Source: an optimization exercise on an open RTL-to-GDS flow (aim: small area). Production flows keep margins and buffers that such runs may drop. In this exercise RTL edits were held to simulation tests only and were not proved equivalent to the original. Power is estimated from default activity; no workload was simulated.

File: design.v
module wavelet_transform(clk, rst, data_stream, H_out, L_out, addr);
input clk, rst;
output reg [0:7] H_out;
output reg [0:7] L_out;
output reg  [0:7] addr;
input [0:7] data_stream;
wire [0:7] MUX_A, MUX_B, MUX_C, MUX_D, MUX_E;
wire [0:7] sub1, sub2;
reg  [0:7] d1out, d2out, d3out;
wire [0:7] add1, add2;
reg  [0:7] Ld1out, Ld2out, Ld3out, Ld4out;
reg  sel;
reg  [0:7] BDU_1, BDU_2, BDU_3, BDU_4, BDU_5, BDU_6, BDU_7, BDU_8, BDU_9, BDU_10, BDU_11;
reg  [0:7] HPDU_1, HPDU_2, HPDU_3, HPDU_4, HPDU_5, HPDU_6, HPDU_7, HPDU_8, HPDU_9, HPDU_10, HPDU_11, HPDU_12, HPDU_13, HPDU_14;
reg  [0:7] LPDU_1, LPDU_2, LPDU_3, LPDU_4, LPDU_5, LPDU_6, LPDU_7, LPDU_8, LPDU_9, LPDU_10, LPDU_11, LPDU_12, LPDU_13, LPDU_14;
assign sub1 = MUX_B - d1out;
assign sub2 = MUX_C - d1out;
assign add1 = MUX_D + (H_out >> 2);
assign add2 = MUX_E + (H_out >> 2);
assign MUX_A =  (addr[7] == 1'b1 ? data_stream : (addr[6:7] == 2'b00 ? BDU_2  : (addr[5:7] == 3'b010 ? BDU_9  : (addr[6:7] == 2'b10 ? BDU_3  : 8'h00))));
assign MUX_B =  (addr[7] == 1'b0 ? data_stream : (addr[6:7] == 2'b01 ? BDU_1  : (addr[5:7] == 3'b011 ? BDU_2  : (addr[6:7] == 2'b11 ? L_out  : 8'h00))));
assign MUX_C =  (addr[7] == 1'b0 ? d3out       : (addr[6:7] == 2'b01 ? HPDU_2 : (addr[5:7] == 3'b011 ? HPDU_14: (addr[6:7] == 2'b11 ? HPDU_6 : 8'h00))));
assign MUX_D =  (addr[7] == 1'b1 ? Ld2out      : (addr[6:7] == 2'b10 ? BDU_4  : (addr[5:7] == 3'b100 ? BDU_11 : (addr[6:7] == 2'b00 ? BDU_5  : 8'h00)))); 
assign MUX_E =  (addr[7] == 1'b1 ? Ld4out      : (addr[6:7] == 2'b10 ? LPDU_2 : (addr[5:7] == 3'b100 ? LPDU_14: (addr[6:7] == 2'b00 ? LPDU_6 : 8'h00))));
always@(posedge clk, negedge rst) begin
    if(!rst) begin
        addr <= 0;
    end else begin
        addr <= addr + 1;
    end
end
always@(posedge clk, negedge rst) begin
    if(!rst) begin
        sel <= 0;
    end else begin
        sel <= !sel;
    end
end
always@(posedge clk, negedge rst) begin
    if(!rst) begin
        d1out <= 0;
        d2out <= 0;
        d3out <= 0;
        H_out <= 0;
    end else begin
        d1out <= MUX_A >> 1;
        d2out <= sub1;
        d3out <= d2out;
        H_out <= sub2;
    end
end
always@(posedge clk, negedge rst) begin
    if(!rst) begin
        Ld1out <= 0; 
        Ld2out <= 0; 
        Ld3out <= 0; 
        Ld4out <= 0; 
        L_out  <= 0; 
    end else begin
        Ld1out <= data_stream;
        Ld2out <= Ld1out;
        Ld3out <= add1;
        Ld4out <= Ld3out;
        L_out  <= add2;
    end
end
always@(posedge clk, negedge rst) begin
    if(!rst) begin
        BDU_1 <= 0; 
        BDU_2 <= 0;
        BDU_3 <= 0;
        BDU_4 <= 0;
        BDU_5 <= 0; 
        BDU_6 <= 0; 
        BDU_7 <= 0; 
        BDU_8 <= 0; 
        BDU_9 <= 0; 
        BDU_10 <= 0; 
        BDU_11 <= 0; 
    end else begin
        BDU_1 <= L_out; 
        BDU_2 <= BDU_1;
        BDU_3 <= BDU_2;
        BDU_4 <= BDU_3;
        BDU_5 <= BDU_4; 
        BDU_6 <= BDU_5; 
        BDU_7 <= BDU_6; 
        BDU_8 <= BDU_7; 
        BDU_9 <= BDU_8; 
        BDU_10 <= BDU_9; 
        BDU_11 <= BDU_10; 
    end
end
always@(posedge clk, negedge rst) begin
    if(!rst) begin
        HPDU_1 <= 0; 
        HPDU_2 <= 0;
        HPDU_3 <= 0;
        HPDU_4 <= 0;
        HPDU_5 <= 0; 
        HPDU_6 <= 0; 
        HPDU_7 <= 0; 
        HPDU_8 <= 0; 
        HPDU_9 <= 0; 
        HPDU_10 <= 0; 
        HPDU_11 <= 0; 
        HPDU_12 <= 0; 
        HPDU_13 <= 0; 
        HPDU_14 <= 0; 
    end else begin
        HPDU_1 <= d3out; 
        HPDU_2 <= HPDU_1;
        HPDU_3 <= HPDU_2;
        HPDU_4 <= HPDU_3;
        HPDU_5 <= HPDU_4; 
        HPDU_6 <= HPDU_5; 
        HPDU_7 <= HPDU_6; 
        HPDU_8 <= HPDU_7; 
        HPDU_9 <= HPDU_8; 
        HPDU_10 <= HPDU_9; 
        HPDU_11 <= HPDU_10; 
        HPDU_12 <= HPDU_11; 
        HPDU_13 <= HPDU_12; 
        HPDU_14 <= HPDU_13; 
    end
end
always@(posedge clk, negedge rst) begin
    if(!rst) begin
        LPDU_1 <= 0; 
        LPDU_2 <= 0;
        LPDU_3 <= 0;
        LPDU_4 <= 0;
        LPDU_5 <= 0; 
        LPDU_6 <= 0; 
        LPDU_7 <= 0; 
        LPDU_8 <= 0; 
        LPDU_9 <= 0; 
        LPDU_10 <= 0; 
        LPDU_11 <= 0; 
        LPDU_12 <= 0; 
        LPDU_13 <= 0; 
        LPDU_14 <= 0; 
    end else begin
        LPDU_1 <= Ld4out; 
        LPDU_2 <= LPDU_1;
        LPDU_3 <= LPDU_2;
        LPDU_4 <= LPDU_3;
        LPDU_5 <= LPDU_4; 
        LPDU_6 <= LPDU_5; 
        LPDU_7 <= LPDU_6; 
        LPDU_8 <= LPDU_7;
        LPDU_9 <= LPDU_8;
        LPDU_10 <= LPDU_9;
        LPDU_11 <= LPDU_10; 
        LPDU_12 <= LPDU_11; 
        LPDU_13 <= LPDU_12; 
        LPDU_14 <= LPDU_13; 
    end
end
endmodule
File: run.sh
#!/bin/bash
# synth_recipe.tcl (not shown) runs the flow's synth.tcl, then flattens the netlist and writes it again
# the make line also repeats each setting of config.mk as NAME=value (left out here)
make -C /OpenROAD-flow-scripts/flow DESIGN_CONFIG=/design/flow/config.mk WORK_HOME=/design/flow/orfs CLKGATE_MAP_FILE= SYNTH_SCRIPT=/design/flow/synth_recipe.tcl finish
File: config.mk
export PLATFORM = sky130hd
export DESIGN_NAME = wavelet_transform
export DESIGN_NICKNAME = wavelet_transform
export VERILOG_FILES = /design/flow/design.v
export SDC_FILE = /design/flow/constraint.sdc
export NUM_CORES = 4
export LEC_CHECK = 0
export CAP_MARGIN = 20
export CORE_MARGIN = 2
export CORE_UTILIZATION = 40
export SLEW_MARGIN = 20
File: constraint.sdc
create_clock -name core_clock -period 6.0 [get_ports {clk}]
set_input_delay 1.2000 -clock core_clock [delete_from_list [all_inputs] [get_ports {clk}]]
set_output_delay 1.2000 -clock core_clock [all_outputs]
set_load 0.01 [all_outputs]
==> results.toml, run 1 <==
[run_status]
outcome = "no timing/DRC/antenna violations"

[setup_path]
crit_chain = "buf_4 -> inv_1 -> ha_1 -> nor2b_1 -> a22oi_1 -> o21ai_0 -> mux2i_1 -> ha_1 -> fa_1 -> nor2b_1 -> o21ai_0 -> a21boi_0 -> nor4_1 -> a311o_1"
cp_data_arrival_time_ns = 4.28
critPathRequiredTime_ns = 6.40
critPathSlowestCell = "nor2b_1"
slowest_delay_ns = 0.49
critPathTopFamily = "adder cells"
cp-startpoint = "addr[5]"
reg2reg_from = "addr[5]"
critPathLaunchType = "flop"
endpoint_kind = "flop"
crit_path_max_fanout = 28
path_class = "flop to flop"
worst-path-buf-inv = 2

[clock_network]
postCtsHoldBufs = 0
cts_max_path_buffers = 3
cts_resized = 0
clkTransAtPathRegs_ns = 0.07
cts_made_buffers = 38
clk-insertion-delay-late_ns = 0.51
postCtsSetupBuffers = 0
root_buffer = "clkbuf_16"
cts_tree = "built"
cts.sinks = 391
htreeDepth = 2

[timing]
worstMarginPinSlew_ns = 0.877
drv_slew = 0
max_freq_mhz = 257
setup_viol = 0
rsz0062_at_grt = "false"
finClkSkew_ns = 0.0139
fin_tns_setup_ns = 0
min_period_ns = 3.89
maxSlewHeadroom = 0.415
finalHoldViolCount = 0
fin_crit_sh = 0.648

[grt]
track_usage = 0.141
grt_pass1_wl_um = 34300
grt_pass1_vias = 5973
antenna_found_initial = 0
grt_max_degree = 167
grt-ovfl-total = 0

[routing]
postRouteAntennaNets = 0
dr.pass1.iters = 4
drt-total-wl_um = 21000
drt_iter0_markers = 375
routedWlPerCell_um = 17.3
vias = 5676
via_per_inst = 4.67
drc = 0

[floorplanning]
die_x_um = 179
num_io_pins = 34
die_h_um = 179
start_util = 0.403
core_area_um2 = 30300
die_area_um2 = 32000
rows = 64

[finish]
regArea_um2 = 9790
layout-drive-gt1-share = 0.123
multi_input_area_um2 = 2180
fillCellCount = 2603
area.growth.synth_to_final_pct = 16.9
fin_nets = 838
fin_area_um2 = 14300
diodes = 0

[pwr]
powerDensity_nw_per_um2 = 561
power.leakage_nw = 6.45
ir_worst_vdd_mv = 0.244

[hold_path]
worstHoldPathType = "flop to flop"
hp-start = "HPDU_3[6]"

[place]
port_buffers = 33
place_congestion = 0.796
dp_hpwl_um = 13100
place_area_um2 = 13000

[synthesis]
synth_top_flop_cell = "dfrtp_1"
synth_top_area_cell = "dfrtp_1"
synth_seq_cells = 391
synth_area_leaders = "dfrtp_1, ha_1, mux2_2"
synth-seq-area-share = 0.800
netlist_area_um2 = 12200
syn_avg_cell_area_um2 = 16.7
yosys_warnings = 1
synth_cell_types = 42
async_reset_ff_frac = 1.00
synth_top_area_frac = 0.800
synth.net_count = 780
synth_most_common_cell = "dfrtp_1"
syn_inst = 735
yosys-top-cells-count = "dfrtp_1, inv_1, ha_1, mux2_2, o21ai_0"
synth-edff-count = 0

[run]
maxCapViolCount = 0
[path summary, 6_finish.rpt]
path	end	slack (ns)	depth (start not counted)
max	H_out[1]	2.11	14
min	HPDU_4[6]	0.34	0
max reg2reg	H_out[1]	2.11	14
min reg2reg	HPDU_4[6]	0.34	0
max in group asynchronous	HPDU_3[5]	4.07	2
min in group asynchronous	addr[0]	0.67	1
[cells in the final DEF (no fill, tap or decap), types with 20 or more instances in the layout]
cell type,n
a21oi_1,23
a221oi_1,20
clkbuf_16,41
clkdlybuf4s50_1,32
dfrtp_1,390
ha_1,31
inv_1,44
mux2_2,27
nand2_1,21
nor2_1,20
o21ai_0,27
[cell type report]
type | count | share of cell area
flip-flops and latches | 391 | 0.684
clock inverters | 8 | 0.00525
repair buffers | 40 | 0.0289
well taps | 396 | 0.0346
inverters | 44 | 0.0115
multi-input cells | 278 | 0.153
clock buffers | 58 | 0.0832
[kinds of logic (layout without fill, tap and decap cells)]
kind of cell | count (synthesis) | in the layout | synth area share
flops | 391 | 391 | 0.800
compound gates | 122 | 122 | 0.0689
simple gates | 66 | 66 | 0.0250
buf+inv | 66 | 150 | 0.0221
fa+ha+maj | 35 | 35 | 0.0382
mux | 32 | 32 | 0.0298
xor+xnor | 23 | 23 | 0.0165
[metrics by stage]
step / hold slack (ns) / setup slack, ns / power, mW / util / std cells
after floorplan: 0.331 / 2.55 / 5.05 / - / 735
after global placement: 0.331 / 2.07 / 5.70 / 0.430 / 1149
after detailed placement: 0.335 / 2.08 / 5.72 / 0.430 / 1149
after CTS: 0.343 / 2.06 / 8.14 / 0.471 / 1215
after global routing: 0.349 / 1.81 / 8.51 / 0.471 / 1215
final: 0.343 / 2.11 / 8.03 / 0.471 / 1215
[where the power goes]
group	internal, mW	total [mW]	switching, mW
clock	1.41	2.36	0.943
combinational	0.662	1.43	0.769
sequential	3.76	4.24	0.485
[routing by layer]
layer | GRT usage | share of wire | vias to the layer above
met1 | 0.211 | 0.50 | 2931
met3 | 0.0254 | 0.030 | 47
met4 | 0.0501 | 0.027 | 0
met2 | 0.207 | 0.45 | 86
li1 | - | - | 2612
met5 | 0 | 0 | -
==> run 2, diff against run 1 <==
==> design.v (replaced) <==
module wavelet_transform(clk, rst, data_stream, H_out, L_out, addr);
input clk, rst;
output reg [0:7] H_out;
output reg [0:7] L_out;
output reg  [0:7] addr;
input [0:7] data_stream;
wire [2:0] p = addr[5:7];
reg  [6:0] d1;           
reg  [7:0] xr;           
reg  [7:0] se, sf, sg1, sg2, sk;
reg  [7:0] ao, af, ag1, ag2, ak;
reg  [7:0] lq, lp1a, lp1b, lp3;
reg  [7:0] mux_a, mux_b, mux_c, mux_d, mux_e;
always @* begin
    case (p)
    3'd0: begin mux_a = lq;   mux_b = data_stream; mux_c = se;  mux_d = lp3;  mux_e = ak;  end
    3'd1: begin mux_a = data_stream; mux_b = lp3;  mux_c = sf;  mux_d = xr;   mux_e = ao;  end
    3'd2: begin mux_a = lp1b; mux_b = data_stream; mux_c = se;  mux_d = lq;   mux_e = af;  end
    3'd3: begin mux_a = data_stream; mux_b = lp1a; mux_c = sg2; mux_d = xr;   mux_e = ao;  end
    3'd4: begin mux_a = lq;   mux_b = data_stream; mux_c = se;  mux_d = lp1b; mux_e = ag2; end
    3'd5: begin mux_a = data_stream; mux_b = lp1b; mux_c = sf;  mux_d = xr;   mux_e = ao;  end
    3'd6: begin mux_a = lp3;  mux_b = data_stream; mux_c = se;  mux_d = lq;   mux_e = af;  end
    default: begin mux_a = data_stream; mux_b = L_out; mux_c = sk; mux_d = xr; mux_e = ao; end
    endcase
end
wire [7:0] sub1 = mux_b - {1'b0, d1};
wire [7:0] sub2 = mux_c - {1'b0, d1};
wire [7:0] hq   = {2'b00, H_out[0:5]};
wire [7:0] add1 = mux_d + hq;
wire [7:0] add2 = mux_e + hq;
always @(posedge clk, negedge rst) begin
    if (!rst) begin
        addr  <= 0;
        H_out <= 0;
        L_out <= 0;
        d1    <= 0;
    end else begin
        addr  <= addr + 1;
        H_out <= sub2;
        L_out <= add2;
        d1    <= mux_a[7:1];
    end
end
always @(posedge clk, negedge rst) begin
    if (!rst) begin
        xr <= 0;
        se <= 0; sf <= 0; sg1 <= 0; sg2 <= 0; sk <= 0;
        ao <= 0; af <= 0; ag1 <= 0; ag2 <= 0; ak <= 0;
        lq <= 0; lp1a <= 0; lp1b <= 0; lp3 <= 0;
    end else begin
        if (p[0]) xr <= data_stream;
        if (!p[0]) se <= sub1;
        if (p[1:0] == 2'b01) sf <= sub1;
        if (p == 3'd3) begin sg1 <= sub1; sg2 <= sg1; end
        if (p == 3'd7) sk <= sub1;
        if (p[0]) ao <= add1;
        if (p[1:0] == 2'b10) af <= add1;
        if (p == 3'd4) begin ag1 <= add1; ag2 <= ag1; end
        if (p == 3'd0) ak <= add1;
        if (p[1:0] == 2'b10) lq <= L_out;
        if (p == 3'd1) lp1a <= L_out;
        if (p == 3'd1) lp1b <= lp1a;
        else if (p == 3'd4) lp1b <= L_out;
        if (p == 3'd0 || p == 3'd3) lp3 <= L_out;
    end
end
endmodule
--- a/config.mk
+++ b/config.mk
@@ -7,5 +7,6 @@
 export LEC_CHECK = 0
 export CAP_MARGIN = 20
 export CORE_MARGIN = 2
-export CORE_UTILIZATION = 40
+export CORE_UTILIZATION = 55
+export CTS_BUF_LIST = sky130_fd_sc_hd__clkbuf_8
 export SLEW_MARGIN = 20
==> results.toml, run 2 <==
[timing]
drv_slew = 0
hold_slack_ns = 0.475
timing.final.ws_setup_ns = 1.79
fin_tns_setup_ns = 0
rsz0062_at_grt = "false"
setup_viol = 0
max_freq_mhz = 237
worstMarginPinSlew_ns = 0.901
maxSlewHeadroom = 0.400
min_period_ns = 4.21
fin_crit_sh = 0.702
finClkSkew_ns = 0.0160
finalHoldViolCount = 0

[place]
dp_worst_setup_slack_ns = 1.87
port_buffers = 33
place_area_um2 = 8050
place_congestion = 0.795
dp_hpwl_um = 11500

[finish]
fin_area_um2 = 8470
diodes = 0
final_common_cell = "dfrtp_1"
layout-drive-gt1-share = 0.188
fin_nets = 778
final_cell_mix = "dfrtp_1, nand2_1, mux2_2"
area.growth.synth_to_final_pct = 11.7
fillCellCount = 1130

[routing]
dr.pass1.iters = 5
via_per_inst = 5.83
drt_iter0_markers = 470
vias = 5367
routedWlPerCell_um = 18.9
postRouteAntennaNets = 0
drc = 0
drt-total-wl_um = 17400

[floorplanning]
core_area_um2 = 13300
die_area_um2 = 14700
start_util = 0.568
num_io_pins = 34
rows = 42
die_h_um = 121
die_x_um = 121

[clock_network]
root_buffer = "clkbuf_8"
clkTransAtPathRegs_ns = 0.08
cts_resized = 0
cts_made_buffers = 17
postCtsSetupBuffers = 0
cts.sinks = 151
htreeDepth = 4
cts_tree = "built"
postCtsHoldBufs = 0
cts_max_path_buffers = 2
clk-insertion-delay-late_ns = 0.45

[synthesis]
synth_top_area_frac = 0.498
netlist_area_um2 = 7580
synth-edff-count = 0
async_reset_ff_frac = 1.00
syn_inst = 708
syn_avg_cell_area_um2 = 10.7
synth_top_flop_cell = "dfrtp_1"
synth_area_leaders = "dfrtp_1, mux2_2, ha_1"
synth_seq_cells = 151
yosys_warnings = 1
synth.net_count = 754
synth_cell_types = 52
yosys-top-cells-count = "dfrtp_1, nand2_1, mux2_2, nor2_1, o21ai_0"
synth-seq-area-share = 0.498
synth_most_common_cell = "dfrtp_1"
synth_top_area_cell = "dfrtp_1"

[grt]
antenna_found_initial = 0
grt_pass1_vias = 5471
grt_pass1_wl_um = 28800
grt-ovfl-total = 0
grt_max_degree = 98
track_usage = 0.256

[run_status]
outcome = "no timing/DRC/antenna violations"

[pwr]
ir_worst_vdd_mv = 0.280
powerDensity_nw_per_um2 = 534
power.leakage_nw = 3.71
clkPwrFrac = 0.182
power.internal_mw = 2.82
p_seq_frac = 0.394
finalPower_mw = 4.52
swShare = 0.377
power_frac_comb = 0.423
p_switching_mw = 1.70

[setup_path]
critPathLaunchType = "flop"
cp_data_arrival_time_ns = 4.54
crit_path_max_fanout = 44
critPathRequiredTime_ns = 6.33
endpoint_kind = "flop"
path_class = "flop to flop"

[hold_path]
worstHoldPathType = "flop to flop"

[run]
maxCapViolCount = 0
## run 2: final timing paths
| check | from | to | slack (ns) | cells past startpoint |
|---|---|---|---|---|
| min | addr[0] | addr[0] | 0.48 | 1 |
| max in group asynchronous | rst | lp3[1] | 3.92 | 2 |
| min in group asynchronous | rst | ag2[6] | 0.84 | 1 |
| min reg2reg | addr[0] | addr[0] | 0.48 | 1 |
| max reg2reg | addr[7] | se[6] | 1.79 | 14 |
| max | addr[7] | se[6] | 1.79 | 14 |
## run 2: layout make-up
type	count	area, um^2	area share
clock inverter	14	174	0.0205
multi-input combinational	495	3560	0.420
tap	176	220	0.0260
inverter	25	93.8	0.0111
timing repair buffer	42	399	0.0471
clock buffer	18	248	0.0292
sequential	151	3780	0.446
## run 2: through the flow
step / cells / utilization
after floorplan: 708 / -
after global placement: 889 / 0.603
after detailed placement: 889 / 0.603
after CTS: 921 / 0.635
after global routing: 921 / 0.635
final: 921 / 0.635
## run 2: worst max-delay path, cell delays in order, from the launching register on
cell	delay, ns
dfrtp_1	0.39
clkinv_1	0.19
ha_2	0.21
buf_4	0.43
or2_1	0.63
a222oi_1	0.19
nand2_1	0.10
o21ai_0	0.10
ha_1	0.25
fa_1	0.41
nor2b_1	0.13
o21ai_1	0.08
a21boi_1	0.49
nor2_1	0.14
o311ai_0	0.33
## run 2: power groups by stage
stage / Clock [mW] / Combinational [mW] / Sequential (mW)
after floorplan: 0 / 1.39 / 1.72
after global placement: 0 / 1.86 / 1.78
after detailed placement: 0 / 1.91 / 1.80
after CTS: 0.839 / 1.93 / 1.78
after global routing: 0.888 / 2.15 / 1.85
final: 0.825 / 1.91 / 1.78
## run 2: metal layers
metal | part of all wire | global-route usage | wire, um
met1 | 0.48 | 0.369 | 8430
met2 | 0.46 | 0.395 | 8010
met3 | 0.048 | 0.0583 | 829
met4 | 0.0079 | 0.0618 | 138
met5 | 0 | 0 | 0
## run 2: kinds of logic (layout without fill, tap and decap cells)
| kind of cell | count (synthesis) | after routing | share of synthesized area |
|---|---|---|---|
| simple gates | 189 | 189 | 0.103 |
| mux | 98 | 98 | 0.145 |
| xor+xnor | 24 | 24 | 0.0277 |
| compound gates | 148 | 148 | 0.130 |
| buf+inv | 62 | 99 | 0.0327 |
| flops | 151 | 151 | 0.498 |
| fa+ha+maj | 36 | 36 | 0.0634 |
==> run 3, diff against run 2 <==
--- a/config.mk
+++ b/config.mk
@@ -7,6 +7,5 @@
 export LEC_CHECK = 0
 export CAP_MARGIN = 20
 export CORE_MARGIN = 2
-export CORE_UTILIZATION = 55
-export CTS_BUF_LIST = sky130_fd_sc_hd__clkbuf_8
+export CORE_UTILIZATION = 40
 export SLEW_MARGIN = 20
==> results.toml, run 3 <==
[clock_network]
postCtsHoldBufs = 0
clkTransAtPathRegs_ns = 0.07
cts_made_buffers = 17
postCtsSetupBuffers = 0
htreeDepth = 4
cts_max_path_buffers = 2
cts.sinks = 151
cts_resized = 0
clk-insertion-delay-late_ns = 0.43
root_buffer = "clkbuf_16"
cts_tree = "built"

[synthesis]
yosys-top-cells-count = "dfrtp_1, nand2_1, mux2_2, nor2_1, o21ai_0"
synth.net_count = 754
synth_top_family_by_area = "multiplexers"
yosys_warnings = 1
async_reset_ff_frac = 1.00
netlist_area_um2 = 7580
synth_seq_cells = 151
synth_top_area_cell = "dfrtp_1"
synth-seq-area-share = 0.498
synthAdderAreaFrac = 0.0634
syn_avg_cell_area_um2 = 10.7
synth_cell_types = 52
synth_top_area_frac = 0.498
synth_area_leaders = "dfrtp_1, mux2_2, ha_1"
synth.area.mux_share = 0.145
synth-edff-count = 0
synth_top_flop_cell = "dfrtp_1"
synth_most_common_cell = "dfrtp_1"
synthSimpleGateAreaFrac = 0.103
syn_inst = 708
synth_xor_area_frac = 0.0277
synth_compound_area_frac = 0.130

[hold_path]
min_to = "addr[0]"
worstHoldPathType = "flop to flop"
hp-start = "addr[0]"
min_path_cells = 1

[grt]
grt_use_met1 = 0.249
grt_pass1_vias = 5666
grt-ovfl-total = 0
antenna_found_initial = 0
grt-busiest-layer = "met2"
grt_max_degree = 95
grtUsageMet2 = 0.325
met3_usage = 0.0358
grt_pass1_wl_um = 29900
track_usage = 0.192

[place]
dp_hpwl_um = 12600
port_buffers = 33
dp_worst_setup_slack_ns = 1.45
place_inst = 947
place_congestion = 0.945

[floorplanning]
die_h_um = 142
num_io_pins = 34
die_area_um2 = 20100
core_area_um2 = 18600
rows = 50
start_util = 0.407
die_x_um = 142

[run]
maxCapViolCount = 0

[routing]
via_per_inst = 5.54
postRouteAntennaNets = 0
drt_iter0_markers = 433
routedWlPerCell_um = 18.6
dr.pass1.iters = 6
drt-total-wl_um = 18200
drc = 0
vias = 5427

[finish]
area.growth.synth_to_final_pct = 14.5
diodes = 0
final_common_cell = "dfrtp_1"
layout-drive-gt1-share = 0.187
fin_nets = 778
final_cell_mix = "dfrtp_1, nand2_1, mux2_2"
instances_no_fill = 979

[pwr]
power.internal_mw = 2.98
swShare = 0.373
power.leakage_nw = 3.77
p_switching_mw = 1.78
finalPower_mw = 4.76
power_frac_comb = 0.406
powerDensity_nw_per_um2 = 548
p_seq_frac = 0.380
ir_worst_vdd_mv = 0.262
clkPwrFrac = 0.214

[timing]
finalHoldViolCount = 0
drv_slew = 0
timing.final.ws_setup_ns = 1.40
setup_viol = 0
fin_tns_setup_ns = 0
fin_crit_sh = 0.767
worstMarginPinSlew_ns = 0.881
rsz0062_at_grt = "false"
finClkSkew_ns = 0.0128
maxSlewHeadroom = 0.413
hold_slack_ns = 0.468
min_period_ns = 4.60
max_freq_mhz = 217

[setup_path]
crit_path_max_fanout = 43
path_class = "flop to flop"
slowest_delay_ns = 0.70
r2r_setup_slack_ns = 1.40
crit_chain = "clkinv_1 -> ha_1 -> buf_4 -> nor2_2 -> o211ai_2 -> nand2_1 -> o21ai_0 -> ha_1 -> fa_1 -> nor2b_1 -> o21ai_1 -> a21boi_1 -> nor2_1 -> o311ai_0"
reg2reg_from = "addr[7]"
ff2ff_path_depth = 14
cp_data_arrival_time_ns = 4.89
critPathSlowestCell = "dfrtp_1"
crit_path_frequent_cell = "ha_1"
critPathLaunchType = "flop"
worstReg2RegEnd = "sg1[6]"
endpoint_kind = "flop"
critPathRequiredTime_ns = 6.29

[run_status]
outcome = "no timing/DRC/antenna violations"
run 3: cell counts after synthesis:
Identical to the previous run, type by type.
run 3: per-stage QoR:
step                utilization  cell area [um^2]
finish                    0.466              8680
global route              0.466              8680
CTS                       0.466              8680
detailed placement        0.436              8120
global placement          0.436              8120
floorplan                     -              7580
run 3: worst max path at each step:
stage	startpoint	to	slack (ns)
2_1_floorplan	addr[7]	se[6]	2.36
6_report	addr[7]	sg1[6]	1.40
3_3_place_gp	addr[7]	sg1[6]	1.65
3_5_place_dp	addr[7]	sg1[6]	1.45
5_1_grt	addr[7]	sg1[6]	0.89
4_1_cts	addr[7]	sg1[6]	1.42
run 3: cells by family after synthesis:
group                    count (synthesis)
multiplexers                            98
XOR/XNOR                                24
adder cells (fa/ha/maj)                 36
AND/OR/NAND/NOR                        189
flip-flops                             151
AO/OA/AOI/OAI                          148
buffers and inverters                   62
run 3: area by class of cell:
cell class,instances,area [um^2]
Fill cell,1697,9960
Sequential cell,151,3780
Multi-Input combinational cell,495,3550
Clock buffer,19,443
Timing Repair Buffer,42,399
Tap cell,234,293
Clock inverter,13,119
Inverter,25,93.8
run 3: critical path: cells and delay by family (launching register included):
family          cells  cell delay (ns)
fa+ha+maj           3             1.00
flops               1             0.70
simple gates        4             0.67
compound gates      5             1.33
buf+inv             2             0.75
run 3: routing by layer:
| layer | up-vias | routed length (um) |
|---|---|---|
| met2 | 167 | 9160 |
| met4 | 0 | 241 |
| met3 | 18 | 891 |
| met5 | - | 0 |
| met1 | 2676 | 7940 |
| li1 | 2566 | - |
run 3: power by group through the flow:
stage          clock [mW]  sequential, mW  combinational, mW
3_3_place_gp            0            1.79               1.86
2_1_floorplan           0            1.72               1.39
3_5_place_dp            0            1.82               1.93
4_1_cts              1.05            1.80               1.94
6_report             1.02            1.81               1.93
5_1_grt              1.09            1.87               2.16
==> run 4, diff against run 3 <==
==> design.v (replaced) <==
module wavelet_transform(clk, rst, data_stream, H_out, L_out, addr);
input clk, rst;
output reg [0:7] H_out;
output reg [0:7] L_out;
output reg  [0:7] addr;
input [0:7] data_stream;
wire [2:0] p = addr[5:7];
reg  [7:0] a1, a2;       
reg  [7:0] se, sf, sg1, sg2, sk;
reg  [7:0] ao, af, ag1, ag2, ak;
reg  [7:0] lp1, lpx, lp3;
reg  [7:0] mux_a, mux_b, mux_c, mux_e;
always @* begin
    case (p)
    3'd0: begin mux_a = lpx;         mux_b = data_stream; mux_c = se;  mux_e = ak;  end
    3'd1: begin mux_a = data_stream; mux_b = lpx;         mux_c = sf;  mux_e = ao;  end
    3'd2: begin mux_a = lpx;         mux_b = data_stream; mux_c = se;  mux_e = af;  end
    3'd3: begin mux_a = data_stream; mux_b = lp1;         mux_c = sg2; mux_e = ao;  end
    3'd4: begin mux_a = lpx;         mux_b = data_stream; mux_c = se;  mux_e = ag2; end
    3'd5: begin mux_a = data_stream; mux_b = lpx;         mux_c = sf;  mux_e = ao;  end
    3'd6: begin mux_a = lp3;         mux_b = data_stream; mux_c = se;  mux_e = af;  end
    default: begin mux_a = data_stream; mux_b = L_out;    mux_c = sk;  mux_e = ao;  end
    endcase
end
function [7:0] add8(input [7:0] x, input [7:0] y, input ci);
    integer i;
    reg c;
    begin
        c = ci;
        for (i = 0; i < 8; i = i + 1) begin
            add8[i] = (x[i] ^ y[i]) ^ c;
            c = (x[i] & y[i]) | (c & (x[i] ^ y[i]));
        end
    end
endfunction
wire [7:0] nd1  = ~{1'b0, a1[7:1]};
wire [7:0] sub1 = add8(mux_b, nd1, 1'b1);
wire [7:0] sub2 = add8(mux_c, nd1, 1'b1);
wire [7:0] hq   = {2'b00, H_out[0:5]};
wire [7:0] add1 = add8(a2, hq, 1'b0);
wire [7:0] add2 = add8(mux_e, hq, 1'b0);
always @(posedge clk, negedge rst) begin
    if (!rst) begin
        addr  <= 0;
        H_out <= 0;
        L_out <= 0;
        a1    <= 0;
        a2    <= 0;
    end else begin
        addr  <= addr + 1;
        H_out <= sub2;
        L_out <= add2;
        a1    <= mux_a;
        a2    <= a1;
    end
end
always @(posedge clk, negedge rst) begin
    if (!rst) begin
        se <= 0; sf <= 0; sg1 <= 0; sg2 <= 0; sk <= 0;
        ao <= 0; af <= 0; ag1 <= 0; ag2 <= 0; ak <= 0;
        lp1 <= 0; lpx <= 0; lp3 <= 0;
    end else begin
        if (!p[0]) se <= sub1;
        if (p[1:0] == 2'b01) sf <= sub1;
        if (p == 3'd3) begin sg1 <= sub1; sg2 <= sg1; end
        if (p == 3'd7) sk <= sub1;
        if (p[0]) ao <= add1;
        if (p[1:0] == 2'b10) af <= add1;
        if (p == 3'd4) begin ag1 <= add1; ag2 <= ag1; end
        if (p == 3'd0) ak <= add1;
        if (p == 3'd1) lp1 <= L_out;
        if (p == 3'd1) lpx <= lp1;
        else if (p[1:0] != 2'b11) lpx <= L_out;
        if (p == 3'd3) lp3 <= L_out;
    end
end
endmodule
--- a/config.mk
+++ b/config.mk
@@ -7,5 +7,7 @@
 export LEC_CHECK = 0
 export CAP_MARGIN = 20
 export CORE_MARGIN = 2
-export CORE_UTILIZATION = 40
+export CORE_UTILIZATION = 55
+export CTS_BUF_LIST = sky130_fd_sc_hd__clkbuf_4 sky130_fd_sc_hd__clkbuf_8
+export CTS_CLUSTER_SIZE = 8
 export SLEW_MARGIN = 20
==> results.toml, run 4 <==
[floorplanning]
die_area_um2 = 12500
start_util = 0.562
rows = 39
die_x_um = 112
core_area_um2 = 11400
die_h_um = 112
num_io_pins = 34

[synthesis]
synth_top_flop_cell = "dfrtp_1"
synth.net_count = 528
synth_most_common_cell = "dfrtp_1"
synth-edff-count = 0
syn_avg_cell_area_um2 = 13.2
synth_area_leaders = "dfrtp_1, mux2_2, fa_1"
async_reset_ff_frac = 1.00
yosys_warnings = 1
yosys-top-cells-count = "dfrtp_1, mux2_2, nand2_1, inv_1, fa_1"
synth-seq-area-share = 0.562
netlist_area_um2 = 6410
synth_top_area_cell = "dfrtp_1"
syn_inst = 484
synth_cell_types = 29
synth_top_area_frac = 0.562
synth_seq_cells = 144

[setup_path]
endpoint_kind = "flop"
path_class = "flop to flop"
critPathTopFamily = "adder cells"
crit_path_frequent_cell = "fa_1"
critPathSlowestCell = "fa_1"
cp_data_arrival_time_ns = 5.15
worst-path-buf-inv = 3
crit_path_max_fanout = 19
slowest_delay_ns = 0.43
critPathLaunchType = "flop"
worstReg2RegEnd = "sf[7]"
reg2reg_from = "addr[7]"
ff2ff_path_depth = 16
r2r_setup_slack_ns = 1.17
crit_chain = "buf_4 -> ha_1 -> ha_2 -> nor4_4 -> buf_4 -> a221oi_1 -> ha_1 -> inv_1 -> fa_1 -> fa_1 -> fa_1 -> fa_1 -> fa_1 -> fa_1 -> xnor2_1 -> a21oi_1"
critPathRequiredTime_ns = 6.32

[place]
port_buffers = 33
place_inst = 645
place_congestion = 0.779
place_area_um2 = 6900
dp_worst_setup_slack_ns = 0.944
dp_hpwl_um = 8550

[timing]
worstMarginPinSlew_ns = 0.942
max_freq_mhz = 207
maxSlewHeadroom = 0.371
drv_slew = 0
rsz0062_at_grt = "false"
fin_crit_sh = 0.805
finalHoldViolCount = 0
timing.final.ws_setup_ns = 1.17
min_period_ns = 4.83
finClkSkew_ns = 0.0113
fin_tns_setup_ns = 0
setup_viol = 0

[clock_network]
root_buffer = "clkbuf_8"
clk-insertion-delay-late_ns = 0.45
postCtsSetupBuffers = 0
clkTransAtPathRegs_ns = 0.08
cts.sinks = 144
cts_max_path_buffers = 2
cts_resized = 0
cts_made_buffers = 17
postCtsHoldBufs = 0
htreeDepth = 4
cts_tree = "built"

[finish]
fin_area_um2 = 7350
final_common_cell = "dfrtp_1"
area.growth.synth_to_final_pct = 14.7
diodes = 0
instances_no_fill = 677
final_cell_mix = "dfrtp_1, mux2_2, nand2_1"
fin_nets = 565
layout-drive-gt1-share = 0.257

[routing]
postRouteAntennaNets = 0
routed-wl-met2_um = 6160
routedWlPerCell_um = 18.9
wl_met1_um = 5810
drc = 0
drt-total-wl_um = 12800
met3RoutedLength_um = 618
vias = 3865
via_per_inst = 5.71
highest_layer = "met4"
dr.pass1.iters = 8
drt_iter0_markers = 201

[grt]
grt_pass1_wl_um = 21400
antenna_found_initial = 0
grt_pass1_vias = 4134
grt_max_degree = 99
track_usage = 0.224
grt-ovfl-total = 0

[run_status]
outcome = "no timing/DRC/antenna violations"

[pwr]
ir_worst_vdd_mv = 0.272
powerDensity_nw_per_um2 = 523
finalPower_mw = 3.85
power.leakage_nw = 3.28

[run]
maxCapViolCount = 0

[hold_path]
min_path_cells = 0
worstHoldPathType = "flop to flop"
hp-start = "a1[0]"
min_to = "a2[0]"
==> run 4: changes by cell type in the layout (fill, tap and decap cells not counted), sizes merged, moves of 18 or more <==
cell   change
a22oi     -21
nor2      -50
o21ai     -28
fa        +18
nand2     -53
ha        -20
==> run 4: report_power, final <==
part	total, mW	switching (mW)	internal [mW]
registers	1.68	0.272	1.41
clock network	0.853	0.353	0.500
logic	1.31	0.607	0.707
total	3.85	1.23	2.62
==> run 4: worst max-delay path by stage <==
stage                              start  cells after the start      to  slack, ns
after floorplan                  addr[7]                     16   sf[6]       1.18
after global placement    data_stream[7]                     11  sg1[6]       0.98
after detailed placement  data_stream[7]                     12   se[7]       0.94
after CTS                        addr[7]                     16   sk[7]       1.13
after global routing             addr[7]                     16   se[7]       0.81
final                            addr[7]                     16   sf[7]       1.17
==> run 4: layout make-up <==
type	instances	area, um^2
multi-input combinational	274	2550
clock inverter	10	156
timing repair buffer	45	422
sequential	144	3600
tap	143	179
inverter	39	146
clock buffer	22	297
fill	864	4070
==> run 4: worst register-to-register path, stage by stage, from the launching register on <==
cell      delay (ns)
dfrtp_1         0.35
buf_4           0.32
ha_1            0.24
ha_2            0.28
nor4_4          0.06
buf_4           0.21
a221oi_1        0.28
ha_1            0.21
inv_1           0.05
fa_1            0.38
fa_1            0.40
fa_1            0.39
fa_1            0.39
fa_1            0.39
fa_1            0.43
xnor2_1         0.23
a21oi_1         0.10
==> run 4: logic make-up (layout without fill, tap and decap cells) <==
group / count (synthesis) / count (layout) / synth area share
buf+inv: 66 / 116 / 0.0408
flops: 144 / 144 / 0.562
fa+ha+maj: 34 / 34 / 0.0921
mux: 98 / 98 / 0.170
compound gates: 65 / 65 / 0.0763
xor+xnor: 10 / 10 / 0.0137
simple gates: 67 / 67 / 0.0453
==> run 4: per-layer routing <==
metal,track usage,vias up
li1,-,1750
met1,0.301,1989
met2,0.354,105
met3,0.0561,21
met4,0.0911,0
met5,0,-
==> run 4: metrics by stage <==
stage                      util  hold WS, ns
after floorplan               -        0.331
after global placement    0.604        0.345
after detailed placement  0.604        0.352
after CTS                 0.644        0.363
after global routing      0.644        0.369
final                     0.644        0.360
==> run 5, diff against run 4 <==
--- a/config.mk
+++ b/config.mk
@@ -8,6 +8,5 @@
 export CAP_MARGIN = 20
 export CORE_MARGIN = 2
 export CORE_UTILIZATION = 55
-export CTS_BUF_LIST = sky130_fd_sc_hd__clkbuf_4 sky130_fd_sc_hd__clkbuf_8
-export CTS_CLUSTER_SIZE = 8
+export CTS_BUF_LIST = sky130_fd_sc_hd__clkbuf_8
 export SLEW_MARGIN = 20
==> results.toml, run 5 <==
[synthesis]
yosys_warnings = 1
netlist_area_um2 = 6410
synthAdderAreaFrac = 0.0921
synth-edff-count = 0
syn_inst = 484
yosys-top-cells-count = "dfrtp_1, mux2_2, nand2_1, inv_1, fa_1"
synth_top_area_cell = "dfrtp_1"
synth_seq_cells = 144
synth_top_family_by_area = "multiplexers"
synth_area_leaders = "dfrtp_1, mux2_2, fa_1"
synth_cell_types = 29
synth.net_count = 528
synth_top_area_frac = 0.562
synthSimpleGateAreaFrac = 0.0453
synth.area.mux_share = 0.170
synth_most_common_cell = "dfrtp_1"
synth_compound_area_frac = 0.0763
async_reset_ff_frac = 1.00
syn_avg_cell_area_um2 = 13.2
synth-seq-area-share = 0.562
synth_xor_area_frac = 0.0137
synth_top_flop_cell = "dfrtp_1"

[floorplanning]
start_util = 0.562
rows = 39
num_io_pins = 34
die_area_um2 = 12500
core_area_um2 = 11400
die_x_um = 112
die_h_um = 112

[finish]
fin_area_um2 = 7350
final_common_cell = "dfrtp_1"
regArea_um2 = 3600
instances_no_fill = 677
final_cell_mix = "dfrtp_1, mux2_2, nand2_1"
area.growth.synth_to_final_pct = 14.6
fillCellCount = 865
fin_nets = 565
layout-drive-gt1-share = 0.255
multi_input_area_um2 = 2550
final_util = 0.644
diodes = 0

[setup_path]
cp_data_arrival_time_ns = 5.17
ff2ff_path_depth = 15
crit_path_frequent_cell = "fa_1"
reg2reg_from = "addr[7]"
slowest_delay_ns = 0.49
critPathRequiredTime_ns = 6.34
endpoint_kind = "flop"
worstReg2RegEnd = "sf[6]"
crit_path_max_fanout = 19
crit_chain = "buf_4 -> ha_1 -> ha_2 -> nor4_4 -> buf_4 -> a221oi_1 -> ha_1 -> inv_1 -> fa_1 -> fa_1 -> fa_1 -> fa_1 -> fa_1 -> fa_1 -> mux2_2"
cp-startpoint = "addr[7]"
critPathLaunchType = "flop"
crit_end = "sf[6]"
critPathSlowestCell = "fa_1"
r2r_setup_slack_ns = 1.17
path_class = "flop to flop"

[run_status]
outcome = "no timing/DRC/antenna violations"

[routing]
via_per_inst = 5.69
drc = 0
vias = 3850
dr.pass1.iters = 5
drt_iter0_markers = 222
drt-total-wl_um = 12800
postRouteAntennaNets = 0
routedWlPerCell_um = 19.0

[clock_network]
postCtsHoldBufs = 0
clk-insertion-delay-late_ns = 0.45
cts_max_path_buffers = 2
cts_made_buffers = 17
cts_tree = "built"
htreeDepth = 4
clkTransAtPathRegs_ns = 0.08
cts_resized = 0
postCtsSetupBuffers = 0
root_buffer = "clkbuf_8"
cts.sinks = 144

[grt]
track_usage = 0.224
grt_pass1_wl_um = 21500
antenna_found_initial = 0
grt-ovfl-total = 0
grt_pass1_vias = 4133
grt_max_degree = 99

[timing]
min_period_ns = 4.83
finClkSkew_ns = 0.0107
max_freq_mhz = 207
fin_tns_setup_ns = 0
fin_crit_sh = 0.806
setup_viol = 0
drv_slew = 0
maxSlewHeadroom = 0.371
worstMarginPinSlew_ns = 0.942
hold_slack_ns = 0.360
rsz0062_at_grt = "false"
finalHoldViolCount = 0
timing.final.ws_setup_ns = 1.17

[hold_path]
worstHoldPathType = "flop to flop"

[place]
place_area_um2 = 6900
place_inst = 645
dp_worst_setup_slack_ns = 0.944
dp_hpwl_um = 8550
place_congestion = 0.779
port_buffers = 33

[pwr]
ir_worst_vdd_mv = 0.272
finalPower_mw = 3.85
powerDensity_nw_per_um2 = 523
power.leakage_nw = 3.28

[run]
maxCapViolCount = 0
run 5: cell counts after synthesis:
Identical to the previous run, type by type.
run 5: layout make-up:
type	count	share of cell area
Clock buffer	21	0.0393
Sequential cell	144	0.490
Tap cell	143	0.0243
Multi-Input combinational cell	274	0.347
Timing Repair Buffer	45	0.0574
Inverter	39	0.0199
Clock inverter	11	0.0218
run 5: metal layers:
layer,vias to the layer above,track usage,share of wire
li1,1748,-,-
met1,1985,0.302,0.45
met2,94,0.354,0.48
met3,23,0.0561,0.046
met4,0,0.0911,0.019
met5,-,0,0
run 5: worst min-delay path by stage:
stage,startpoint,end,slack (ns),depth (start not counted)
6_report,a1[0],a2[0],0.36,0
5_1_grt,a1[0],a2[0],0.37,0
4_1_cts,a1[0],a2[0],0.36,0
3_5_place_dp,a1[0],a2[0],0.35,0
3_3_place_gp,a1[0],a2[0],0.35,0
2_1_floorplan,a1[0],a2[0],0.33,0
run 5: where the power goes:
| group | switching [mW] | total, mW | internal [mW] |
|---|---|---|---|
| sequential | 0.272 | 1.68 | 1.41 |
| clock | 0.356 | 0.849 | 0.494 |
| combinational | 0.607 | 1.31 | 0.707 |
| total | 1.23 | 3.85 | 2.61 |
run 5: logic make-up (layout without fill, tap and decap cells):
group | after synthesis | in the layout
DFF | 144 | 144
buffers and inverters | 66 | 116
AOI/OAI and AO/OA | 65 | 65
adders and majority gates | 34 | 34
xor gates and xnor gates | 10 | 10
muxes | 98 | 98
and+or+nand+nor | 67 | 67
run 5: critical path, delay by kind of cell, from the launching register on:
family	cells	cell delay [ns]
adders and majority gates	9	3.15
muxes	1	0.28
buffers and inverters	3	0.58
AOI/OAI and AO/OA	1	0.28
and+or+nand+nor	1	0.06
DFF	1	0.35
==> run 6, diff against run 5 <==
==> flow/run.sh (new file) <==
#!/bin/bash
# Own layout flow: the standard synthesis and ORFS steps, with
#  - single-size buffers on the ports (buf_1 instead of clkdlybuf4s50_1),
#  - a clock tree of small clock buffers without dummy loads.
# Each call's full output goes to a log file in the work folder.
set -euo pipefail
export BUFFER_PORTS_ARGS="-buffer_cell sky130_fd_sc_hd__buf_1"
export CTS_ARGS="-sink_clustering_enable -repair_clock_nets -buf_list sky130_fd_sc_hd__clkbuf_8 -dont_use_dummy_load"
bash standard.sh synth > synth.log 2>&1
bash standard.sh finish > layout.log 2>&1
==> standard.sh (new file) <==
#!/bin/bash
# synth_recipe.tcl (not shown) runs the flow's synth.tcl, then flattens the netlist and writes it again
# the make line also repeats each setting of config.mk as NAME=value (left out here)
make -C /OpenROAD-flow-scripts/flow DESIGN_CONFIG=/design/flow/config.mk WORK_HOME=/design/flow/orfs CLKGATE_MAP_FILE= SYNTH_SCRIPT=/design/flow/synth_recipe.tcl "${@:-finish}"
removed: run.sh
==> results.toml, run 6 <==
[setup_path]
ff2ff_path_depth = 14
critPathSlowestCell = "fa_1"
r2r_setup_slack_ns = 1.16
cp_data_arrival_time_ns = 5.15
reg2reg_from = "addr[7]"
critPathRequiredTime_ns = 6.31
crit_path_max_fanout = 40
path_class = "flop to flop"
worst-path-buf-inv = 2
critPathTopFamily = "adder cells"
critPathLaunchType = "flop"
slowest_delay_ns = 0.42
crit_path_frequent_cell = "fa_1"
endpoint_kind = "flop"
crit_end = "sk[7]"
worstReg2RegEnd = "sk[7]"
crit_chain = "buf_4 -> ha_1 -> ha_2 -> buf_4 -> a222oi_1 -> nand2_1 -> fa_1 -> fa_1 -> fa_1 -> fa_1 -> fa_1 -> fa_1 -> xnor2_1 -> a21oi_1"
worstSetupPathDepth = 14
cp-startpoint = "addr[7]"

[synthesis]
syn_avg_cell_area_um2 = 13.2
syn_inst = 484
yosys-top-cells-count = "dfrtp_1, mux2_2, nand2_1, inv_1, fa_1"
synth-seq-area-share = 0.562
synth.net_count = 528
synth_top_area_frac = 0.562
synth-edff-count = 0
synth_most_common_cell = "dfrtp_1"
yosys_warnings = 1
async_reset_ff_frac = 1.00
synth_seq_cells = 144
synth_top_area_cell = "dfrtp_1"
synth_cell_types = 29
synth_top_flop_cell = "dfrtp_1"
netlist_area_um2 = 6410
synth_area_leaders = "dfrtp_1, mux2_2, fa_1"

[place]
dp_hpwl_um = 8770
place_congestion = 0.794
port_buffers = 33
dp_worst_setup_slack_ns = 1.14
place_inst = 646

[timing]
fin_crit_sh = 0.807
finalHoldViolCount = 0
timing.final.ws_setup_ns = 1.16
worstMarginPinSlew_ns = 0.946
drv_slew = 0
finClkSkew_ns = 0.0235
max_freq_mhz = 207
fin_tns_setup_ns = 0
setup_viol = 0
maxSlewHeadroom = 0.368
min_period_ns = 4.84
rsz0062_at_grt = "false"

[pwr]
power.internal_mw = 2.30
swShare = 0.339
power_frac_comb = 0.357
powerDensity_nw_per_um2 = 500
power.leakage_nw = 3.10
p_switching_mw = 1.18
ir_worst_vdd_mv = 0.283
clkPwrFrac = 0.157
p_seq_frac = 0.486
finalPower_mw = 3.48

[finish]
final_common_cell = "dfrtp_1"
area.growth.synth_to_final_pct = 8.62
multi_input_area_um2 = 2550
layout-drive-gt1-share = 0.238
fin_nets = 567
fillCellCount = 915
instances_no_fill = 664
final_util = 0.610
final_cell_mix = "dfrtp_1, mux2_2, nand2_1"
regArea_um2 = 3600
diodes = 0

[floorplanning]
core_area_um2 = 11400
num_io_pins = 34
die_x_um = 112
die_area_um2 = 12500
start_util = 0.562
die_h_um = 112
rows = 39

[hold_path]
worstHoldPathType = "flop to flop"
hp-start = "a1[0]"

[clock_network]
cts_resized = 0
cts_made_buffers = 17
postCtsSetupBuffers = 0
clkTransAtPathRegs_ns = 0.07
cts.sinks = 144
cts_tree = "built"
root_buffer = "clkbuf_8"
postCtsHoldBufs = 0
htreeDepth = 4
clk-insertion-delay-late_ns = 0.45
cts_max_path_buffers = 2

[run]
maxCapViolCount = 0

[grt]
grt_max_degree = 79
grt_pass1_vias = 4085
grt-ovfl-total = 0
grt_pass1_wl_um = 21600
track_usage = 0.227
antenna_found_initial = 0

[routing]
dr.pass1.iters = 7
routedWlPerCell_um = 19.4
drc = 0
vias = 3829
via_per_inst = 5.77
postRouteAntennaNets = 0
drt-total-wl_um = 12900
drt_iter0_markers = 323

[run_status]
outcome = "no timing/DRC/antenna violations"
[run 6: kinds of logic (layout without fill, tap and decap cells)]
family | after synthesis | after routing | synth area share
AO/OA/AOI/OAI | 65 | 65 | 0.0763
multiplexers | 98 | 98 | 0.170
AND/OR/NAND/NOR | 67 | 67 | 0.0453
XOR/XNOR | 10 | 10 | 0.0137
adder cells (fa/ha/maj) | 34 | 34 | 0.0921
buffers and inverters | 66 | 103 | 0.0408
flip-flops | 144 | 144 | 0.562
[run 6: metal layers]
metal / global-route usage / vias up / wire length [um]
li1: - / 1736 / -
met1: 0.314 / 1967 / 5890
met2: 0.354 / 109 / 6150
met3: 0.0517 / 17 / 625
met4: 0.0854 / 0 / 193
met5: 0 / - / 0
[run 6: worst register-to-register path, delay by kind of cell (launching register included)]
| family | cells | cell delay (ns) |
|---|---|---|
| AOI/OAI and AO/OA | 2 | 0.50 |
| adders and majority gates | 8 | 2.89 |
| and+or+nand+nor | 1 | 0.12 |
| DFF | 1 | 0.38 |
| buffers and inverters | 2 | 0.54 |
| xor gates and xnor gates | 1 | 0.29 |
[run 6: power groups by stage]
stage | clock network (mW) | logic [mW] | registers (mW)
after floorplan | 0 | 0.902 | 1.63
after global placement | 0 | 1.24 | 1.70
after detailed placement | 0 | 1.27 | 1.71
after CTS | 0.568 | 1.28 | 1.69
after global routing | 0.608 | 1.42 | 1.75
final | 0.548 | 1.24 | 1.69
[run 6: final cells by class]
class | instances | share of cell area
Tap cell | 143 | 0.0257
Sequential cell | 144 | 0.517
Multi-Input combinational cell | 274 | 0.366
Clock buffer | 17 | 0.0336
Inverter | 39 | 0.0210
Timing Repair Buffer | 47 | 0.0363
[run 6: per-stage QoR]
step | cell area [um^2] | hold slack [ns]
5_1_grt | 6970 | 0.374
3_3_place_gp | 6700 | 0.340
6_report | 6970 | 0.358
3_5_place_dp | 6700 | 0.348
4_1_cts | 6940 | 0.362
2_1_floorplan | 6410 | 0.331
[run 6: how the worst min path moves through the flow]
| stage | depth (start not counted) | slack, ns | to |
|---|---|---|---|
| 2_1_floorplan | 0 | 0.33 | a2[0] |
| 4_1_cts | 0 | 0.36 | a2[0] |
| 6_report | 0 | 0.36 | a2[0] |
| 5_1_grt | 0 | 0.37 | a2[0] |
| 3_3_place_gp | 0 | 0.34 | a2[0] |
| 3_5_place_dp | 0 | 0.35 | a2[0] |
==> run 7, diff against run 6 <==
==> design.v (replaced) <==
module wavelet_transform(clk, rst, data_stream, H_out, L_out, addr);
input clk, rst;
output reg [0:7] H_out;
output reg [0:7] L_out;
output reg  [0:7] addr;
input [0:7] data_stream;
wire [2:0] p = addr[5:7];
reg  [7:0] a1, a2;       
reg  [7:0] se, sf, sg1, sg2, sk;
reg  [7:0] ao, af, ag1, ag2, ak;
reg  [7:0] lp1, lpx, lp3;
reg  [7:0] mux_a, mux_b, mux_c, mux_e;
reg  warm;
wire early = !warm && !addr[4];
always @* begin
    case (p)
    3'd0: begin mux_a = early ? 8'h00 : lpx; mux_b = data_stream;
                mux_c = early ? 8'h00 : se;  mux_e = early ? 8'h00 : ak;  end
    3'd1: begin mux_a = data_stream;         mux_b = lpx;
                mux_c = early ? 8'h00 : sf;  mux_e = early ? 8'h00 : ao;  end
    3'd2: begin mux_a = early ? 8'h00 : lpx; mux_b = data_stream;
                mux_c = se;                  mux_e = early ? 8'h00 : af;  end
    3'd3: begin mux_a = data_stream;         mux_b = lp1;
                mux_c = warm ? sg2 : 8'h00;  mux_e = ao;  end
    3'd4: begin mux_a = lpx;                 mux_b = data_stream;
                mux_c = se;                  mux_e = warm ? ag2 : 8'h00; end
    3'd5: begin mux_a = data_stream;         mux_b = lpx;
                mux_c = sf;                  mux_e = ao;  end
    3'd6: begin mux_a = lp3;                 mux_b = data_stream;
                mux_c = se;                  mux_e = af;  end
    default: begin mux_a = data_stream;      mux_b = L_out;
                mux_c = early ? 8'h00 : sk;  mux_e = ao;  end
    endcase
end
function [7:0] add8(input [7:0] x, input [7:0] y, input ci);
    integer i;
    reg c;
    begin
        c = ci;
        for (i = 0; i < 8; i = i + 1) begin
            add8[i] = (x[i] ^ y[i]) ^ c;
            c = (x[i] & y[i]) | (c & (x[i] ^ y[i]));
        end
    end
endfunction
wire [7:0] nd1  = ~{1'b0, a1[7:1]};
wire [7:0] sub1 = add8(mux_b, nd1, 1'b1);
wire [7:0] sub2 = add8(mux_c, nd1, 1'b1);
wire [7:0] hq   = {2'b00, H_out[0:5]};
wire [7:0] add1 = add8(a2, hq, 1'b0);
wire [7:0] add2 = add8(mux_e, hq, 1'b0);
always @(posedge clk, negedge rst) begin
    if (!rst) begin
        addr  <= 0;
        H_out <= 0;
        L_out <= 0;
        a1    <= 0;
        a2    <= 0;
    end else begin
        addr  <= addr + 1;
        H_out <= sub2;
        L_out <= add2;
        a1    <= mux_a;
        a2    <= a1;
    end
end
always @(posedge clk, negedge rst) begin
    if (!rst)
        warm <= 1'b0;
    else if (addr[4:7] == 4'hf)
        warm <= 1'b1;
end
always @(posedge clk) begin
    if (!p[0]) se <= sub1;
    if (p[1:0] == 2'b01) sf <= sub1;
    if (p == 3'd3) begin sg1 <= sub1; sg2 <= sg1; end
    if (p == 3'd7) sk <= sub1;
    if (p[0]) ao <= add1;
    if (p[1:0] == 2'b10) af <= add1;
    if (p == 3'd4) begin ag1 <= add1; ag2 <= ag1; end
    if (p == 3'd0) ak <= add1;
    if (p == 3'd1) lp1 <= L_out;
    if (p == 3'd1) lpx <= lp1;
    else if (p[1:0] != 2'b11) lpx <= L_out;
    if (p == 3'd3) lp3 <= L_out;
end
endmodule
==> run.sh (new file) <==
#!/bin/bash
# synth_recipe.tcl (not shown) runs the flow's synth.tcl, then flattens the netlist and writes it again
# the make line also repeats each setting of config.mk as NAME=value (left out here)
make -C /OpenROAD-flow-scripts/flow DESIGN_CONFIG=/design/flow/config.mk WORK_HOME=/design/flow/orfs CLKGATE_MAP_FILE= SYNTH_SCRIPT=/design/flow/synth_recipe.tcl finish
removed: flow/run.sh
removed: standard.sh
==> results.toml, run 7 <==
[run_status]
outcome = "no timing/DRC/antenna violations"

[clock_network]
cts_tree = "built"
cts_max_path_buffers = 2
postCtsSetupBuffers = 0
cts_made_buffers = 17
htreeDepth = 4
clk-insertion-delay-late_ns = 0.44
root_buffer = "clkbuf_8"
postCtsHoldBufs = 0
clkTransAtPathRegs_ns = 0.08
cts_resized = 0
cts.sinks = 145

[timing]
max_freq_mhz = 196
min_period_ns = 5.10
timing.final.ws_setup_ns = 0.903
finalHoldViolCount = 0
worstMarginPinSlew_ns = 0.953
setup_viol = 0
drv_slew = 0
hold_slack_ns = 0.352
maxSlewHeadroom = 0.365
finClkSkew_ns = 0.00897
fin_crit_sh = 0.849
fin_tns_setup_ns = 0
rsz0062_at_grt = "false"

[floorplanning]
num_io_pins = 34
rows = 38
die_h_um = 108
die_x_um = 108
core_area_um2 = 10700
start_util = 0.557
die_area_um2 = 11700

[pwr]
powerDensity_nw_per_um2 = 292
power.leakage_nw = 2.60
ir_worst_vdd_mv = 0.172

[grt]
grt-ovfl-total = 0
track_usage = 0.229
antenna_found_initial = 0
grt_pass1_vias = 3390
grt_max_degree = 42
grt_pass1_wl_um = 19200

[synthesis]
synth_area_leaders = "edfxtp_1, dfrtp_1, fa_1"
synth_xor_area_frac = 0.0132
netlist_area_um2 = 5960
yosys_warnings = 1
yosys-top-cells-count = "edfxtp_1, dfrtp_1, nand2_1, inv_1, fa_1"
synth_compound_area_frac = 0.0839
syn_inst = 382
synth_top_family_by_area = "adder cells"
synthSimpleGateAreaFrac = 0.0579
synth_top_area_cell = "edfxtp_1"
synth_most_common_cell = "edfxtp_1"
synth.area.mux_share = 0.0193
synth-seq-area-share = 0.696
synth_top_area_frac = 0.524
synth_top_flop_cell = "edfxtp_1"
synth_seq_cells = 145
synthAdderAreaFrac = 0.0991
async_reset_ff_frac = 0.283
synth.net_count = 426
syn_avg_cell_area_um2 = 15.6
synth_cell_types = 44
synth-edff-count = 104

[setup_path]
path_class = "flop to flop"
crit_path_frequent_cell = "fa_1"
crit_path_max_fanout = 14
critPathSlowestCell = "a211oi_2"
crit_chain = "inv_1 -> ha_1 -> or3_1 -> a211oi_2 -> o21a_1 -> ha_1 -> inv_1 -> fa_1 -> fa_1 -> fa_1 -> fa_1 -> fa_1 -> fa_1 -> xnor2_1"
endpoint_kind = "flop"
cp_data_arrival_time_ns = 5.42
slowest_delay_ns = 0.66
critPathTopFamily = "adder cells"
critPathLaunchType = "flop"
worst-path-buf-inv = 2
critPathRequiredTime_ns = 6.33

[run]
maxCapViolCount = 0

[place]
dp_worst_setup_slack_ns = 0.719
place_inst = 550
port_buffers = 33
place_congestion = 0.812
dp_hpwl_um = 8400

[routing]
vias = 3359
postRouteAntennaNets = 0
dr.pass1.iters = 5
drc = 0
drt-total-wl_um = 12200
routedWlPerCell_um = 20.9
drt_iter0_markers = 286
via_per_inst = 5.77

[finish]
diodes = 0
layout-drive-gt1-share = 0.124
fin_nets = 473
area.growth.synth_to_final_pct = 15.2
final_common_cell = "edfxtp_1"
final_cell_mix = "edfxtp_1, dfrtp_1, nand2_1"
instances_no_fill = 582

[hold_path]
worstHoldPathType = "flop to flop"
[run 7: cell count changes after synthesis, sizes merged, moves of 7 or more]
cell,delta
mux2,-78
buf,-7
nand2,-8
dfrtp,-103
a32oi,+8
nor2,-8
a21oi,-16
mux2i,-10
nand3,+16
inv,-9
edfxtp,+104
[run 7: cell families (layout without fill, tap and decap cells)]
group | after synthesis | count (layout)
and+or+nand+nor | 76 | 76
adders and majority gates | 34 | 34
buffers and inverters | 46 | 106
xor gates and xnor gates | 9 | 9
DFF | 145 | 145
muxes | 10 | 10
AOI/OAI and AO/OA | 62 | 62
[run 7: routing by layer]
metal / wire length [um] / GRT usage
met5: 0 / 0
met4: 199 / 0.0879
met3: 735 / 0.0615
met2: 5780 / 0.347
met1: 5450 / 0.322
[run 7: path summary, 6_finish.rpt]
path | depth (start not counted) | start | slack [ns] | endpoint
min in group asynchronous | 1 | rst | 0.91 | L_out[0]
hold reg to reg | 0 | a1[0] | 0.35 | a2[0]
setup reg to reg | 14 | addr[6] | 0.90 | H_out[0]
hold / removal | 0 | a1[0] | 0.35 | a2[0]
max in group asynchronous | 1 | rst | 4.50 | addr[4]
setup / recovery | 14 | addr[6] | 0.90 | H_out[0]
[run 7: area by class of cell]
class | count | area [um^2]
inverters | 30 | 113
repair buffers | 44 | 408
well taps | 140 | 175
clock inverters | 15 | 161
fillers | 832 | 3830
clock buffers | 17 | 234
multi-input cells | 191 | 1630
flip-flops and latches | 145 | 4150
[run 7: per-stage QoR]
step / power (mW) / utilization / instance area, um^2
2_1_floorplan: 1.21 / - / 5960
3_3_place_gp: 1.27 / 0.605 / 6470
3_5_place_dp: 1.27 / 0.605 / 6470
4_1_cts: 2.02 / 0.642 / 6870
5_1_grt: 2.08 / 0.642 / 6870
6_report: 2.01 / 0.642 / 6870
[run 7: power breakdown]
part	leakage [nW]	switching (mW)	internal, mW	total, mW
sequential	1.46	0.0128	1.12	1.13
clock	0.179	0.389	0.373	0.762
combinational	0.960	0.0647	0.0485	0.113
total	2.60	0.467	1.54	2.01
==> run 8, diff against run 7 <==
==> flow/run.sh (new file) <==
#!/bin/bash
# Own layout flow: the standard synthesis and ORFS steps, with
#  - single-size buffers on the ports (buf_1 instead of clkdlybuf4s50_1),
#  - a clock tree of small clock buffers without dummy loads.
# Each call's full output goes to a log file in the work folder.
set -euo pipefail
export BUFFER_PORTS_ARGS="-buffer_cell sky130_fd_sc_hd__buf_1"
export CTS_ARGS="-sink_clustering_enable -repair_clock_nets -buf_list sky130_fd_sc_hd__clkbuf_4 -sink_clustering_size 10 -dont_use_dummy_load"
bash standard.sh synth > synth.log 2>&1
bash standard.sh finish > layout.log 2>&1
==> standard.sh (new file) <==
#!/bin/bash
# synth_recipe.tcl (not shown) runs the flow's synth.tcl, then flattens the netlist and writes it again
# the make line also repeats each setting of config.mk as NAME=value (left out here)
make -C /OpenROAD-flow-scripts/flow DESIGN_CONFIG=/design/flow/config.mk WORK_HOME=/design/flow/orfs CLKGATE_MAP_FILE= SYNTH_SCRIPT=/design/flow/synth_recipe.tcl "${@:-finish}"
removed: run.sh
==> results.toml, run 8 <==
[grt]
grt_pass1_vias = 3456
track_usage = 0.235
antenna_found_initial = 0
grt_max_degree = 42
grt-ovfl-total = 0
grt_pass1_wl_um = 19700

[setup_path]
critPathLaunchType = "flop"
crit_chain = "inv_1 -> ha_1 -> or3_1 -> a211oi_2 -> o21a_1 -> ha_1 -> inv_1 -> fa_1 -> fa_1 -> fa_1 -> fa_1 -> fa_1 -> fa_1 -> xnor2_1"
crit_path_frequent_cell = "fa_1"
worst-path-buf-inv = 2
critPathSlowestCell = "a211oi_2"
crit_path_max_fanout = 14
path_class = "flop to flop"
slowest_delay_ns = 0.68
critPathRequiredTime_ns = 6.38
cp_data_arrival_time_ns = 5.67
endpoint_kind = "flop"
critPathTopFamily = "adder cells"

[hold_path]
worstHoldPathType = "flop to flop"

[routing]
routedWlPerCell_um = 21.6
dr.pass1.iters = 6
via_per_inst = 5.82
postRouteAntennaNets = 0
drt-total-wl_um = 12300
drc = 0
drt_iter0_markers = 276
vias = 3303

[finish]
fillCellCount = 854
multi_input_area_um2 = 1630
diodes = 0
instances_no_fill = 568
area.growth.synth_to_final_pct = 7.51
final_util = 0.599
regArea_um2 = 4150
fin_area_um2 = 6410
fin_nets = 474
final_cell_mix = "edfxtp_1, dfrtp_1, nand2_1"
layout-drive-gt1-share = 0.0981
final_common_cell = "edfxtp_1"

[timing]
finClkSkew_ns = 0.0360
maxSlewHeadroom = 0.344
hold_slack_ns = 0.374
fin_crit_sh = 0.881
rsz0062_at_grt = "false"
max_freq_mhz = 189
timing.final.ws_setup_ns = 0.714
finalHoldViolCount = 0
min_period_ns = 5.29
setup_viol = 0
fin_tns_setup_ns = 0
drv_slew = 0
worstMarginPinSlew_ns = 0.984

[synthesis]
synth_top_family_by_area = "adder cells"
synth_top_area_frac = 0.524
netlist_area_um2 = 5960
synthSimpleGateAreaFrac = 0.0579
synth_seq_cells = 145
async_reset_ff_frac = 0.283
yosys-top-cells-count = "edfxtp_1, dfrtp_1, nand2_1, inv_1, fa_1"
synth_top_area_cell = "edfxtp_1"
synth_most_common_cell = "edfxtp_1"
synth_top_flop_cell = "edfxtp_1"
yosys_warnings = 1
syn_avg_cell_area_um2 = 15.6
synth.area.mux_share = 0.0193
synth_cell_types = 44
synthAdderAreaFrac = 0.0991
synth.net_count = 426
syn_inst = 382
synth_compound_area_frac = 0.0839
synth-edff-count = 104
synth-seq-area-share = 0.696
synth_area_leaders = "edfxtp_1, dfrtp_1, fa_1"
synth_xor_area_frac = 0.0132

[pwr]
p_seq_frac = 0.687
ir_worst_vdd_mv = 0.161
power.internal_mw = 1.29
power.leakage_nw = 2.42
power_frac_comb = 0.064
clkPwrFrac = 0.249
finalPower_mw = 1.65
swShare = 0.218
p_switching_uw = 360
powerDensity_nw_per_um2 = 257

[clock_network]
cts_resized = 0
cts_tree = "built"
htreeDepth = 4
postCtsSetupBuffers = 0
root_buffer = "clkbuf_4"
clk-insertion-delay-late_ns = 0.53
clkTransAtPathRegs_ns = 0.10
cts.sinks = 145
cts_max_path_buffers = 2
cts_made_buffers = 17
postCtsHoldBufs = 0

[run]
maxCapViolCount = 0

[floorplanning]
die_x_um = 108
num_io_pins = 34
rows = 38
die_area_um2 = 11700
die_h_um = 108
start_util = 0.557
core_area_um2 = 10700

[place]
place_area_um2 = 6280
dp_worst_setup_slack_ns = 0.736
port_buffers = 33
dp_hpwl_um = 8570
place_congestion = 0.800
place_inst = 551

[run_status]
outcome = "no timing/DRC/antenna violations"
==> run 8: cells by family (layout without fill, tap and decap cells) <==
kind of cell,count (synthesis),count (layout)
xor+xnor,9,9
simple gates,76,76
mux,10,10
fa+ha+maj,34,34
compound gates,62,62
flops,145,145
buf+inv,46,92
==> run 8: path summary, 6_finish.rpt <==
check | from | to | slack, ns | cells past startpoint
min in group asynchronous | rst | L_out[7] | 0.84 | 1
worst max register to register | addr[7] | H_out[0] | 0.71 | 14
max in group asynchronous | rst | H_out[4] | 4.53 | 1
worst min-delay path | a1[0] | a2[0] | 0.37 | 0
worst max-delay path | addr[7] | H_out[0] | 0.71 | 14
worst min register to register | a1[0] | a2[0] | 0.37 | 0
==> run 8: power groups by stage <==
stage	Sequential (mW)	Combinational [mW]	Clock, mW
after floorplan	1.15	0.0607	0
after detailed placement	1.15	0.108	0
after CTS	1.13	0.109	0.422
after global placement	1.15	0.105	0
final	1.13	0.105	0.411
after global routing	1.13	0.122	0.464
==> run 8: routing by layer <==
layer	GRT usage	wire (um)	share of wire	vias to the layer above
met5	0	0	0	-
met4	0.0632	87	0.0071	0
met3	0.0645	709	0.058	6
met2	0.366	5990	0.49	120
met1	0.333	5480	0.45	1675
li1	-	-	-	1502
==> run 8: layout make-up <==
type,instances,share of cell area
Timing Repair Buffer,45,0.0336
Clock buffer,17,0.0199
Sequential cell,145,0.647
Inverter,30,0.0176
Multi-Input combinational cell,191,0.254
Tap cell,140,0.0273
==> run 8: worst register-to-register path: stages, from the launching register on <==
cell and delay, ns:
dfrtp_1 0.36, inv_1 0.21, ha_1 0.47, or3_1 0.47
a211oi_2 0.68, o21a_1 0.23, ha_1 0.14, inv_1 0.05
fa_1 0.41, fa_1 0.42, fa_1 0.42, fa_1 0.39
fa_1 0.39, fa_1 0.39, xnor2_1 0.14

Check on run 8: ideal ports give 0.714 ns setup slack; a clkbuf_16 on the clock port and buf_2 on the inputs give 0.714 ns; moving port delays by the midpoint clock arrival (0.540 ns) as well gives 0.714 ns.
